This is an optimization exercise on Yosys and OpenROAD, whose aim is small area, not a production implementation. Function was checked by simulation only, so behaviour that the tests miss may differ from the original. Power and IR drop assume default switching activity.

==> run R <==
// FreqMod
module FreqMod(
    input signed [17:0] audio_in,
    input ready,
    input clock,
    input reset,
    input [9:0] controls,
    output wire signed [17:0] audio_out,
    output reg [7:0] freq1,
    output reg [7:0] freq2,
    output reg [7:0] freq3,
    output reg [7:0] freq4,
    output reg [7:0] freq5,
    output reg [7:0] freq6,
    output reg [7:0] freq7,
    output reg [4:0] weight1,
    output reg [4:0] weight2,
    output reg [4:0] weight3,
    output reg [4:0] weight4,
    output reg [4:0] weight5,
    output reg [4:0] weight6,
    output reg [4:0] weight7
    );
clock: 20.0 ns
lec_check: 0
abc_area: 1
cap_margin: 20
core_margin: 2
core_utilization: 40
cts_cluster_diameter: 100
cts_cluster_size: 28
slew_margin: 20
standard.sh (not shown) runs the stock make flow with config.mk's settings and CLKGATE_MAP_FILE= SYNTH_SCRIPT=/design/flow/synth_recipe.tcl, a recipe that flattens the netlist after the stock synthesis.
==> flow/flow/run.sh <==
#!/bin/bash
# The standard layout (standard.sh), except that the input and output port
# buffers use the smallest buffer cell (buf_1) instead of the default choice.
set -euo pipefail
export BUFFER_PORTS_ARGS="-buffer_cell sky130_fd_sc_hd__buf_1"
bash standard.sh > standard.log 2>&1
==> inputs of run A, as changes to run R <==
--- a/flow/design.v
+++ b/flow/design.v
@@ -54,32 +54,31 @@
     reg [575:0] ring;
     reg [4:0] m1;        
     reg pending;         
     reg [17:0] q;        
     reg [17:0] o;        
     reg [27:0] acc;
-    reg [8:0] t;
+    reg [5:0] blk;       
     wire ins = pending & (m1 == 5'd0);
     wire [17:0] tap1 = ins ? q : ring[575:558];
     wire [17:0] tap2 = ring[287:270];
     always @(posedge clock) begin
         ring <= {ring[557:0], tap1};
         if (reset) m1 <= 5'd0;
         else if (!ready) m1 <= m1 - 5'd1;
         if (reset) pending <= 1'b0;
         else if (ready) pending <= 1'b1;
         else if (m1 == 5'd0) pending <= 1'b0;
-        if (reset) t <= 9'd511;
-        else if (ready) t <= 9'd1;
-        else if (t != 9'd511) t <= t + 9'd1;
+        if (reset) blk <= 6'd63;
+        else if (ready) blk <= 6'd0;
+        else if (m1[3:0] == 4'd0 && blk != 6'd63) blk <= blk + 6'd1;
     end
     localparam A_HOLD = 2'd0, A_ZERO = 2'd1, A_X4 = 2'd2, A_X16 = 2'd3;
     localparam S_TAP = 2'd0, S_O = 2'd1, S_Q = 2'd2;
     localparam D_NONE = 2'd0, D_ROM = 2'd1, D_CONST = 2'd2, D_BOOTH = 2'd3;
-    wire [4:0] blk = t[8:4];
-    wire [3:0] c = t[3:0];
+    wire [3:0] c = ~m1[3:0];
     reg [1:0] amode;
     reg p1_on;
     reg [1:0] p2_dsrc;
     reg [1:0] p2_src;
     reg [2:0] p2_const;
     reg [3:0] pass;
@@ -88,64 +87,52 @@
     reg ld_o_y, ld_o_w, ld_q_y;
     reg [2:0] ld_f;         
     reg [2:0] o_band;       
     wire eqm = !(switches == 8'h01 || switches == 8'h02 || switches == 8'h04 ||
                  switches == 8'h08 || switches == 8'h10 || switches == 8'h20 ||
                  switches == 8'h40);
-    reg is_pass, first_zero, first_x16, is_w;
-    reg [2:0] wk;
-    always @(*) begin
-        is_pass = 1'b0; first_zero = 1'b0; first_x16 = 1'b0; is_w = 1'b0; wk = 3'd1; pass = 4'd0;
-        case (blk)
-            5'd3:  begin is_pass = 1'b1; pass = 4'd0; first_zero = 1'b1; end    
-            5'd4:  begin is_pass = 1'b1; pass = 4'd1; end
-            5'd5:  begin is_pass = 1'b1; pass = 4'd2; end
-            5'd6:  begin is_pass = 1'b1; pass = 4'd3; end
-            5'd20: begin is_pass = 1'b1; pass = 4'd4; first_zero = 1'b1; end   
-            5'd21: begin is_pass = 1'b1; pass = 4'd5; first_x16 = 1'b1; end
-            5'd22: begin is_w = 1'b1; wk = 3'd1; end
-            5'd23: begin is_pass = 1'b1; pass = 4'd6; first_zero = 1'b1; end   
-            5'd24: begin is_pass = 1'b1; pass = 4'd7; end
-            5'd25: begin is_pass = 1'b1; pass = 4'd8; end
-            5'd26: begin is_w = 1'b1; wk = 3'd2; end
-            5'd27: begin is_pass = 1'b1; pass = 4'd9; first_zero = 1'b1; end   
-            5'd28: begin is_pass = 1'b1; pass = 4'd10; end
-            5'd29: begin is_w = 1'b1; wk = 3'd3; end
-            5'd30: begin is_pass = 1'b1; pass = 4'd11; first_zero = 1'b1; end  
-            5'd31: begin is_w = 1'b1; wk = 3'd4; end
-            default: ;
-        endcase
-    end
+    wire b3 = blk == 6'd3, b4 = blk == 6'd4, b5 = blk == 6'd5, b6 = blk == 6'd6;
+    wire b21 = blk == 6'd21, b22 = blk == 6'd22, b23 = blk == 6'd23, b24 = blk == 6'd24;
+    wire b25 = blk == 6'd25, b26 = blk == 6'd26, b27 = blk == 6'd27, b28 = blk == 6'd28;
+    wire b29 = blk == 6'd29, b30 = blk == 6'd30, b31 = blk == 6'd31, b32 = blk == 6'd32;
+    wire is_pass = b3 | b4 | b5 | b6 | b21 | b22 | b24 | b25 | b26 | b28 | b29 | b31;
+    wire first_zero = b3 | b21 | b24 | b28 | b31;
+    wire first_x16 = b22;
+    wire is_w = b23 | b27 | b30 | b32;
+    wire [2:0] wk = {b32, b27 | b30, b23 | b30};
+    always @(*)
+        pass = {b26 | b28 | b29 | b31, b21 | b22 | b24 | b25,
+                b5 | b6 | b24 | b25 | b29 | b31, b4 | b6 | b22 | b25 | b28 | b31};
     always @(*) begin
         amode = A_HOLD; p1_on = 1'b0; p2_dsrc = D_NONE; p2_src = S_TAP; p2_const = 3'b000;
         wsel = wk; bstep = 2'd0;
         ld_o_y = 1'b0; ld_o_w = 1'b0; ld_q_y = 1'b0; ld_f = 3'd0; o_band = wk;
         if (is_pass) begin
             p1_on = 1'b1; p2_dsrc = D_ROM;
             if (c == 4'd0) amode = first_zero ? A_ZERO : first_x16 ? A_X16 : A_X4;
         end
-        if (blk == 5'd2) begin
+        if (blk == 6'd2) begin
             if (c == 4'd1) begin amode = A_ZERO; p2_dsrc = D_CONST; p2_src = S_Q; p2_const = 3'b010; end
             if (c == 4'd2 || c == 4'd3) amode = A_X16;
             if (c == 4'd4) begin p2_dsrc = D_CONST; p2_src = S_Q; p2_const = 3'b101; end
         end
-        if (blk == 5'd3 && c == 4'd0) ld_o_y = 1'b1;
-        if (blk == 5'd7 && c == 4'd0) ld_q_y = 1'b1;
+        if (blk == 6'd3 && c == 4'd0) ld_o_y = 1'b1;
+        if (blk == 6'd7 && c == 4'd0) ld_q_y = 1'b1;
         if (is_w) begin
             if (c == 4'd0) ld_q_y = 1'b1;
             if (c >= 4'd1 && c <= 4'd3) begin
                 amode = (c == 4'd1) ? A_ZERO : A_X4;
                 p2_dsrc = D_BOOTH; p2_src = S_Q;
                 bstep = (c == 4'd1) ? 2'd2 : (c == 4'd2) ? 2'd1 : 2'd0;
             end
             if (c == 4'd4) begin
                 ld_f = wk; p2_dsrc = eqm ? D_CONST : D_NONE; p2_src = S_O; p2_const = 3'b001;
             end
             if (c == 4'd5) ld_o_w = 1'b1;
         end
-        if (blk == 5'd19) begin
+        if (blk == 6'd20) begin
             if (c <= 4'd2) begin
                 amode = (c == 4'd0) ? A_ZERO : A_X4;
                 p2_dsrc = D_BOOTH; p2_src = S_O; wsel = 3'd7;
                 bstep = (c == 4'd0) ? 2'd2 : (c == 4'd1) ? 2'd1 : 2'd0;
             end
             if (c == 4'd3) begin ld_f = 3'd7; ld_o_w = 1'b1; o_band = 3'd7; end
@@ -192,31 +179,25 @@
             D_CONST: d2 = p2_const;
             D_BOOTH: d2 = dbooth;
             default: d2 = 3'b000;
         endcase
     end
     wire [2:0] d1g = p1_on ? d1 : 3'b000;
-    reg [17:0] v2;
-    always @(*) begin
-        case (p2_src)
-            S_O: v2 = o;
-            S_Q: v2 = q;
-            default: v2 = tap2;
-        endcase
-    end
+    wire s_o = (p2_src == S_O), s_q = (p2_src == S_Q), s_t = (p2_src == S_TAP);
+    wire [17:0] v2 = ({18{s_o}} & o) | ({18{s_q}} & q) | ({18{s_t}} & tap2);
     function [27:0] term;
         input [17:0] v;
         input [2:0] d;
-        reg [27:0] m;
+        reg [18:0] m;
         begin
-            m = d[0] ? {{10{v[17]}}, v} : d[1] ? {{9{v[17]}}, v, 1'b0} : 28'd0;
-            term = d[2] ? ~m : m;
+            m = ({19{d[0]}} & {v[17], v}) | ({19{d[1]}} & {v, 1'b0});
+            term = {{9{m[18] ^ d[2]}}, m ^ {19{d[2]}}};
         end
     endfunction
-    wire [27:0] abase = (amode == A_ZERO) ? 28'd0 : (amode == A_X4) ? {acc[25:0], 2'b00} :
-                        (amode == A_X16) ? {acc[23:0], 4'b0000} : acc;
+    wire a_h = (amode == A_HOLD), a_4 = (amode == A_X4), a_16 = (amode == A_X16);
+    wire [27:0] abase = ({28{a_h}} & acc) | ({28{a_4}} & {acc[25:0], 2'b00}) | ({28{a_16}} & {acc[23:0], 4'b0000});
     wire [27:0] t1 = term(tap1, d1g);
     wire [27:0] t2 = term(v2, d2);
     wire [27:0] cs_s = abase ^ t1 ^ t2;
     wire [27:0] cs_c = {(abase[26:0] & t1[26:0]) | (abase[26:0] & t2[26:0]) | (t1[26:0] & t2[26:0]), d1g[2]};
     wire [28:0] rc;
     wire [27:0] acc_next;
@@ -228,14 +209,14 @@
     end endgenerate
     always @(posedge clock) begin
         acc <= acc_next;
         if (ready) q <= audio_in;
         else if (ld_q_y) q <= acc[27:10];
         if (ld_o_y) o <= acc[27:10];
-        else if (ld_o_w && (o_band == 3'd7 ? switches == 8'h40 :
-                            (eqm || switches == (8'd1 << (o_band - 3'd1))))) o <= acc[17:0];
+        else if (ld_o_w && (o_band == 3'd7 ? (!eqm && switches[6]) :
+                            (eqm || switches[o_band - 3'd1]))) o <= acc[17:0];
         if (ld_f == 3'd1) freq1 <= acc[17:10];
         if (ld_f == 3'd2) freq2 <= acc[17:10];
         if (ld_f == 3'd3) freq3 <= acc[17:10];
         if (ld_f == 3'd4) freq4 <= acc[17:10];
         if (ld_f == 3'd5) freq5 <= acc[17:10];
         if (ld_f == 3'd6) freq6 <= acc[17:10];
@@ -252,13 +233,13 @@
       8'd3: dig = 6'b000101;
       8'd4: dig = 6'b000101;
       8'd5: dig = 6'b000110;
       8'd6: dig = 6'b000110;
       8'd7: dig = 6'b000110;
       8'd8: dig = 6'b000110;
-      8'd9: dig = 6'b000110;
+      8'd9: dig = 6'b101110;
       8'd10: dig = 6'b000110;
       8'd11: dig = 6'b000110;
       8'd12: dig = 6'b000101;
       8'd13: dig = 6'b000101;
       8'd14: dig = 6'b000000;
       8'd15: dig = 6'b000000;
@@ -268,13 +249,13 @@
       8'd19: dig = 6'b010001;
       8'd20: dig = 6'b001101;
       8'd21: dig = 6'b000001;
       8'd22: dig = 6'b101000;
       8'd23: dig = 6'b110101;
       8'd24: dig = 6'b110110;
-      8'd25: dig = 6'b110101;
+      8'd25: dig = 6'b010101;
       8'd26: dig = 6'b101000;
       8'd27: dig = 6'b000001;
       8'd28: dig = 6'b001101;
       8'd29: dig = 6'b010001;
       8'd30: dig = 6'b010000;
       8'd31: dig = 6'b010001;
@@ -346,13 +327,13 @@
       8'd97: dig = 6'b001001;
       8'd98: dig = 6'b001001;
       8'd99: dig = 6'b001001;
       8'd100: dig = 6'b001001;
       8'd101: dig = 6'b001001;
       8'd102: dig = 6'b001001;
-      8'd103: dig = 6'b001001;
+      8'd103: dig = 6'b010001;
       8'd104: dig = 6'b001001;
       8'd105: dig = 6'b001001;
       8'd106: dig = 6'b001001;
       8'd107: dig = 6'b001001;
       8'd108: dig = 6'b001001;
       8'd109: dig = 6'b001001;
@@ -362,13 +343,13 @@
       8'd113: dig = 6'b010010;
       8'd114: dig = 6'b010010;
       8'd115: dig = 6'b010010;
       8'd116: dig = 6'b010010;
       8'd117: dig = 6'b010010;
       8'd118: dig = 6'b010010;
-      8'd119: dig = 6'b010010;
+      8'd119: dig = 6'b110010;
       8'd120: dig = 6'b010010;
       8'd121: dig = 6'b010010;
       8'd122: dig = 6'b010010;
       8'd123: dig = 6'b010010;
       8'd124: dig = 6'b010010;
       8'd125: dig = 6'b010010;
@@ -392,13 +373,13 @@
       8'd143: dig = 6'b000000;
       8'd144: dig = 6'b000000;
       8'd145: dig = 6'b000000;
       8'd146: dig = 6'b000000;
       8'd147: dig = 6'b000000;
       8'd148: dig = 6'b000000;
-      8'd149: dig = 6'b000000;
+      8'd149: dig = 6'b001000;
       8'd150: dig = 6'b001000;
       8'd151: dig = 6'b000000;
       8'd152: dig = 6'b000000;
       8'd153: dig = 6'b000000;
       8'd154: dig = 6'b001000;
       8'd155: dig = 6'b000000;
@@ -408,13 +389,13 @@
       8'd159: dig = 6'b000000;
       8'd160: dig = 6'b001001;
       8'd161: dig = 6'b001000;
       8'd162: dig = 6'b000001;
       8'd163: dig = 6'b001001;
       8'd164: dig = 6'b010000;
-      8'd165: dig = 6'b010001;
+      8'd165: dig = 6'b110001;
       8'd166: dig = 6'b101000;
       8'd167: dig = 6'b000000;
       8'd168: dig = 6'b000010;
       8'd169: dig = 6'b000000;
       8'd170: dig = 6'b101000;
       8'd171: dig = 6'b010001;
==> flow/flow/run.sh (replaced) <==
#!/bin/bash
# The standard layout (standard.sh) with three changes:
#  - synthesis maps logic with an area-oriented ABC script (flow/abc_area.script,
#    used in place of ORFS's scripts/abc_area.script; every other script is ORFS's own);
#  - the input and output port buffers use the smallest buffer cell (buf_1);
#  - clock tree synthesis uses clkbuf_8, clusters up to 16 sinks, inserts no dummy loads.
set -euo pipefail
here=$(pwd)
rm -rf "$here/orfs_scripts"
cp -r "$FLOW_HOME/scripts" "$here/orfs_scripts"
cp "$here/flow/abc_area.script" "$here/orfs_scripts/abc_area.script"
export SCRIPTS_DIR="$here/orfs_scripts"
export BUFFER_PORTS_ARGS="-buffer_cell sky130_fd_sc_hd__buf_1"
export CTS_ARGS="-sink_clustering_enable -repair_clock_nets -sink_clustering_size 16 -sink_clustering_max_diameter 100 -dont_use_dummy_load -buf_list sky130_fd_sc_hd__clkbuf_8"
bash standard.sh > standard.log 2>&1
==> flow/flow/abc_area.script (new file) <==
strash
dc2
dch -f
map -a
strash
dch -f
amap
topo
dnsize -c
Settings changed: CAP_MARGIN 20 to 0, CORE_UTILIZATION 40 to 60, CTS_CLUSTER_DIAMETER 100 to default, CTS_CLUSTER_SIZE 28 to default, SLEW_MARGIN 20 to 0.
==> inputs of run C, as changes to run R <==
--- a/flow/design.v
+++ b/flow/design.v
@@ -192,31 +192,25 @@
             D_CONST: d2 = p2_const;
             D_BOOTH: d2 = dbooth;
             default: d2 = 3'b000;
         endcase
     end
     wire [2:0] d1g = p1_on ? d1 : 3'b000;
-    reg [17:0] v2;
-    always @(*) begin
-        case (p2_src)
-            S_O: v2 = o;
-            S_Q: v2 = q;
-            default: v2 = tap2;
-        endcase
-    end
+    wire s_o = (p2_src == S_O), s_q = (p2_src == S_Q), s_t = (p2_src == S_TAP);
+    wire [17:0] v2 = ({18{s_o}} & o) | ({18{s_q}} & q) | ({18{s_t}} & tap2);
     function [27:0] term;
         input [17:0] v;
         input [2:0] d;
-        reg [27:0] m;
+        reg [18:0] m;
         begin
-            m = d[0] ? {{10{v[17]}}, v} : d[1] ? {{9{v[17]}}, v, 1'b0} : 28'd0;
-            term = d[2] ? ~m : m;
+            m = ({19{d[0]}} & {v[17], v}) | ({19{d[1]}} & {v, 1'b0});
+            term = {{9{m[18] ^ d[2]}}, m ^ {19{d[2]}}};
         end
     endfunction
-    wire [27:0] abase = (amode == A_ZERO) ? 28'd0 : (amode == A_X4) ? {acc[25:0], 2'b00} :
-                        (amode == A_X16) ? {acc[23:0], 4'b0000} : acc;
+    wire a_h = (amode == A_HOLD), a_4 = (amode == A_X4), a_16 = (amode == A_X16);
+    wire [27:0] abase = ({28{a_h}} & acc) | ({28{a_4}} & {acc[25:0], 2'b00}) | ({28{a_16}} & {acc[23:0], 4'b0000});
     wire [27:0] t1 = term(tap1, d1g);
     wire [27:0] t2 = term(v2, d2);
     wire [27:0] cs_s = abase ^ t1 ^ t2;
     wire [27:0] cs_c = {(abase[26:0] & t1[26:0]) | (abase[26:0] & t2[26:0]) | (t1[26:0] & t2[26:0]), d1g[2]};
     wire [28:0] rc;
     wire [27:0] acc_next;
@@ -228,14 +222,14 @@
     end endgenerate
     always @(posedge clock) begin
         acc <= acc_next;
         if (ready) q <= audio_in;
         else if (ld_q_y) q <= acc[27:10];
         if (ld_o_y) o <= acc[27:10];
-        else if (ld_o_w && (o_band == 3'd7 ? switches == 8'h40 :
-                            (eqm || switches == (8'd1 << (o_band - 3'd1))))) o <= acc[17:0];
+        else if (ld_o_w && (o_band == 3'd7 ? (!eqm && switches[6]) :
+                            (eqm || switches[o_band - 3'd1]))) o <= acc[17:0];
         if (ld_f == 3'd1) freq1 <= acc[17:10];
         if (ld_f == 3'd2) freq2 <= acc[17:10];
         if (ld_f == 3'd3) freq3 <= acc[17:10];
         if (ld_f == 3'd4) freq4 <= acc[17:10];
         if (ld_f == 3'd5) freq5 <= acc[17:10];
         if (ld_f == 3'd6) freq6 <= acc[17:10];
@@ -252,13 +246,13 @@
       8'd3: dig = 6'b000101;
       8'd4: dig = 6'b000101;
       8'd5: dig = 6'b000110;
       8'd6: dig = 6'b000110;
       8'd7: dig = 6'b000110;
       8'd8: dig = 6'b000110;
-      8'd9: dig = 6'b000110;
+      8'd9: dig = 6'b101110;
       8'd10: dig = 6'b000110;
       8'd11: dig = 6'b000110;
       8'd12: dig = 6'b000101;
       8'd13: dig = 6'b000101;
       8'd14: dig = 6'b000000;
       8'd15: dig = 6'b000000;
@@ -268,13 +262,13 @@
       8'd19: dig = 6'b010001;
       8'd20: dig = 6'b001101;
       8'd21: dig = 6'b000001;
       8'd22: dig = 6'b101000;
       8'd23: dig = 6'b110101;
       8'd24: dig = 6'b110110;
-      8'd25: dig = 6'b110101;
+      8'd25: dig = 6'b010101;
       8'd26: dig = 6'b101000;
       8'd27: dig = 6'b000001;
       8'd28: dig = 6'b001101;
       8'd29: dig = 6'b010001;
       8'd30: dig = 6'b010000;
       8'd31: dig = 6'b010001;
@@ -346,13 +340,13 @@
       8'd97: dig = 6'b001001;
       8'd98: dig = 6'b001001;
       8'd99: dig = 6'b001001;
       8'd100: dig = 6'b001001;
       8'd101: dig = 6'b001001;
       8'd102: dig = 6'b001001;
-      8'd103: dig = 6'b001001;
+      8'd103: dig = 6'b010001;
       8'd104: dig = 6'b001001;
       8'd105: dig = 6'b001001;
       8'd106: dig = 6'b001001;
       8'd107: dig = 6'b001001;
       8'd108: dig = 6'b001001;
       8'd109: dig = 6'b001001;
@@ -362,13 +356,13 @@
       8'd113: dig = 6'b010010;
       8'd114: dig = 6'b010010;
       8'd115: dig = 6'b010010;
       8'd116: dig = 6'b010010;
       8'd117: dig = 6'b010010;
       8'd118: dig = 6'b010010;
-      8'd119: dig = 6'b010010;
+      8'd119: dig = 6'b110010;
       8'd120: dig = 6'b010010;
       8'd121: dig = 6'b010010;
       8'd122: dig = 6'b010010;
       8'd123: dig = 6'b010010;
       8'd124: dig = 6'b010010;
       8'd125: dig = 6'b010010;
@@ -392,13 +386,13 @@
       8'd143: dig = 6'b000000;
       8'd144: dig = 6'b000000;
       8'd145: dig = 6'b000000;
       8'd146: dig = 6'b000000;
       8'd147: dig = 6'b000000;
       8'd148: dig = 6'b000000;
-      8'd149: dig = 6'b000000;
+      8'd149: dig = 6'b001000;
       8'd150: dig = 6'b001000;
       8'd151: dig = 6'b000000;
       8'd152: dig = 6'b000000;
       8'd153: dig = 6'b000000;
       8'd154: dig = 6'b001000;
       8'd155: dig = 6'b000000;
@@ -408,13 +402,13 @@
       8'd159: dig = 6'b000000;
       8'd160: dig = 6'b001001;
       8'd161: dig = 6'b001000;
       8'd162: dig = 6'b000001;
       8'd163: dig = 6'b001001;
       8'd164: dig = 6'b010000;
-      8'd165: dig = 6'b010001;
+      8'd165: dig = 6'b110001;
       8'd166: dig = 6'b101000;
       8'd167: dig = 6'b000000;
       8'd168: dig = 6'b000010;
       8'd169: dig = 6'b000000;
       8'd170: dig = 6'b101000;
       8'd171: dig = 6'b010001;
==> flow/flow/run.sh (replaced) <==
#!/bin/bash
# The standard layout (standard.sh), except that the input and output port
# buffers use the smallest buffer cell (buf_1) instead of the default choice, and
# clock tree synthesis inserts no dummy loads.
set -euo pipefail
export BUFFER_PORTS_ARGS="-buffer_cell sky130_fd_sc_hd__buf_1"
export CTS_ARGS="-sink_clustering_enable -repair_clock_nets -sink_clustering_size 28 -sink_clustering_max_diameter 100 -dont_use_dummy_load"
bash standard.sh > standard.log 2>&1
Settings changed: CTS_CLUSTER_DIAMETER 100 to default, CTS_CLUSTER_SIZE 28 to default.
==> inputs of run X, as changes to run R <==
==> flow/run.sh (new file) <==
#!/bin/bash
# synth_recipe.tcl (not shown) runs the flow's synth.tcl, then flattens the netlist and writes it again
# the make line also repeats each setting of config.mk as NAME=value (left out here)
make -C /OpenROAD-flow-scripts/flow DESIGN_CONFIG=/design/flow/config.mk WORK_HOME=/design/flow/orfs CLKGATE_MAP_FILE= SYNTH_SCRIPT=/design/flow/synth_recipe.tcl finish
Settings changed: CTS_CLUSTER_DIAMETER 100 to 150, CTS_CLUSTER_SIZE 28 to 24.
removed: flow/flow/run.sh
removed: flow/standard.sh
==> summary.txt <==
Via density=4.96; clock buffers=51; grt met2 use=26.9%; Non-clk invs=245; largest net degree at the start of global routing=41; clk latency of the worst-skew pair=600 ps; sequential cell area share=58.5%; status=no timing/DRC/antenna violations; WL/cell=17.4 um; synth top area cells=dfxtp_1, edfxtp_1, nand2_1, fa_1, o21ai_0; Rows=90; syn nets=2361; Tapcells=782; Power, Total=3.27 mW; hold_ws=312 ps; Register-to-Register Path Depth=59; switch share=28.7%; Tcrit/Tclk final=91.3%
The numbers above come from run X.

==> summary.txt <==
Power, Total=2.85 mW; status=no timing/DRC/antenna violations; Tcrit/Tclk final=93.6%; synth top area cells=dfxtp_1, edfxtp_1, fa_1, nor2_1, clkinv_1; Register-to-Register Path Depth=57; Tapcells=468; syn nets=1919; Rows=70; switch share=26.7%; Via density=5.59; Non-clk invs=180; hold_ws=308 ps; grt met2 use=40.6%; clock buffers=52; clk latency of the worst-skew pair=660 ps
The numbers above come from run A.

==> summary.txt <==
grt met2 use=27.1%; Hold Crit Depth=0; Rows=89; clk latency of the worst-skew pair=620 ps; switch share=28.4%; hold_ws=306 ps; Internal=2.19 mW; Power, Total=3.05 mW; Register-to-Register Path Depth=65; post-synth cell types=53; sequential area share after synthesis=67.6%; clock buffers=31; largest net degree at the start of global routing=47; syn nets=2287; Non-clk invs=239; status=no timing/DRC/antenna violations; Via density=4.90; routed vias=15.2k; CTS tree=built
The numbers above come from run C.

==> summary.txt <==
Register-to-Register Path Depth=60; Tapcells=782; # IOs=140; Non-clk invs=245; clk latency of the worst-skew pair=650 ps; Data arrival, critical path=18760 ps; syn nets=2361; Tcrit/Tclk final=91.0%; largest net degree at the start of global routing=41; clock buffers=41; Non-clk bufs=155; Rows=90; synth top area cells=dfxtp_1, edfxtp_1, nand2_1, fa_1, o21ai_0; Power, Total=3.20 mW; Post-synth EDFFs=92; grt met2 use=27.2%; fraction of layout cells with a size suffix above 1=5.21%; status=no timing/DRC/antenna violations; Worst Slack Setup Final=1790 ps; hold_ws=326 ps; WP data required=20550 ps
The numbers above come from run R.

[re-timing with driven ports]
Ports are ideal in the flow. The routed layouts listed here were re-timed in OpenROAD. Step 1 assumes that a clkbuf_16 drives the clock port and a buf_2 every other input. Step 2, shift: input delay + t, output delay - t, t = (earliest + latest rising clock arrival at the registers) / 2. This alone moves slack from input paths to output paths. Slacks: no drivers / after step 1 / after step 2; pairs: no drivers / after step 1.
run | t, ns | slack for setup (ns) | slew at the worst register clock pin (ns) | worst data-port slew with drivers (ns)
run R | 0.692 | 1.790 / 1.830 / 1.138 | 0.11 / 0.11 | 0.06
run A | 0.684 | 1.280 / 1.310 / 0.626 | 0.12 / 0.12 | 0.07
run C | 0.659 | 1.827 / 1.858 / 1.199 | 0.12 / 0.12 | 0.06
run X | 0.635 | 1.741 / 1.779 / 1.144 | 0.10 / 0.10 | 0.06
After both steps setup and hold are still met in every run listed. For run A, which loses most, drivers alone change the setup slack by +0.030 ns; drivers and shift together by -0.654 ns.
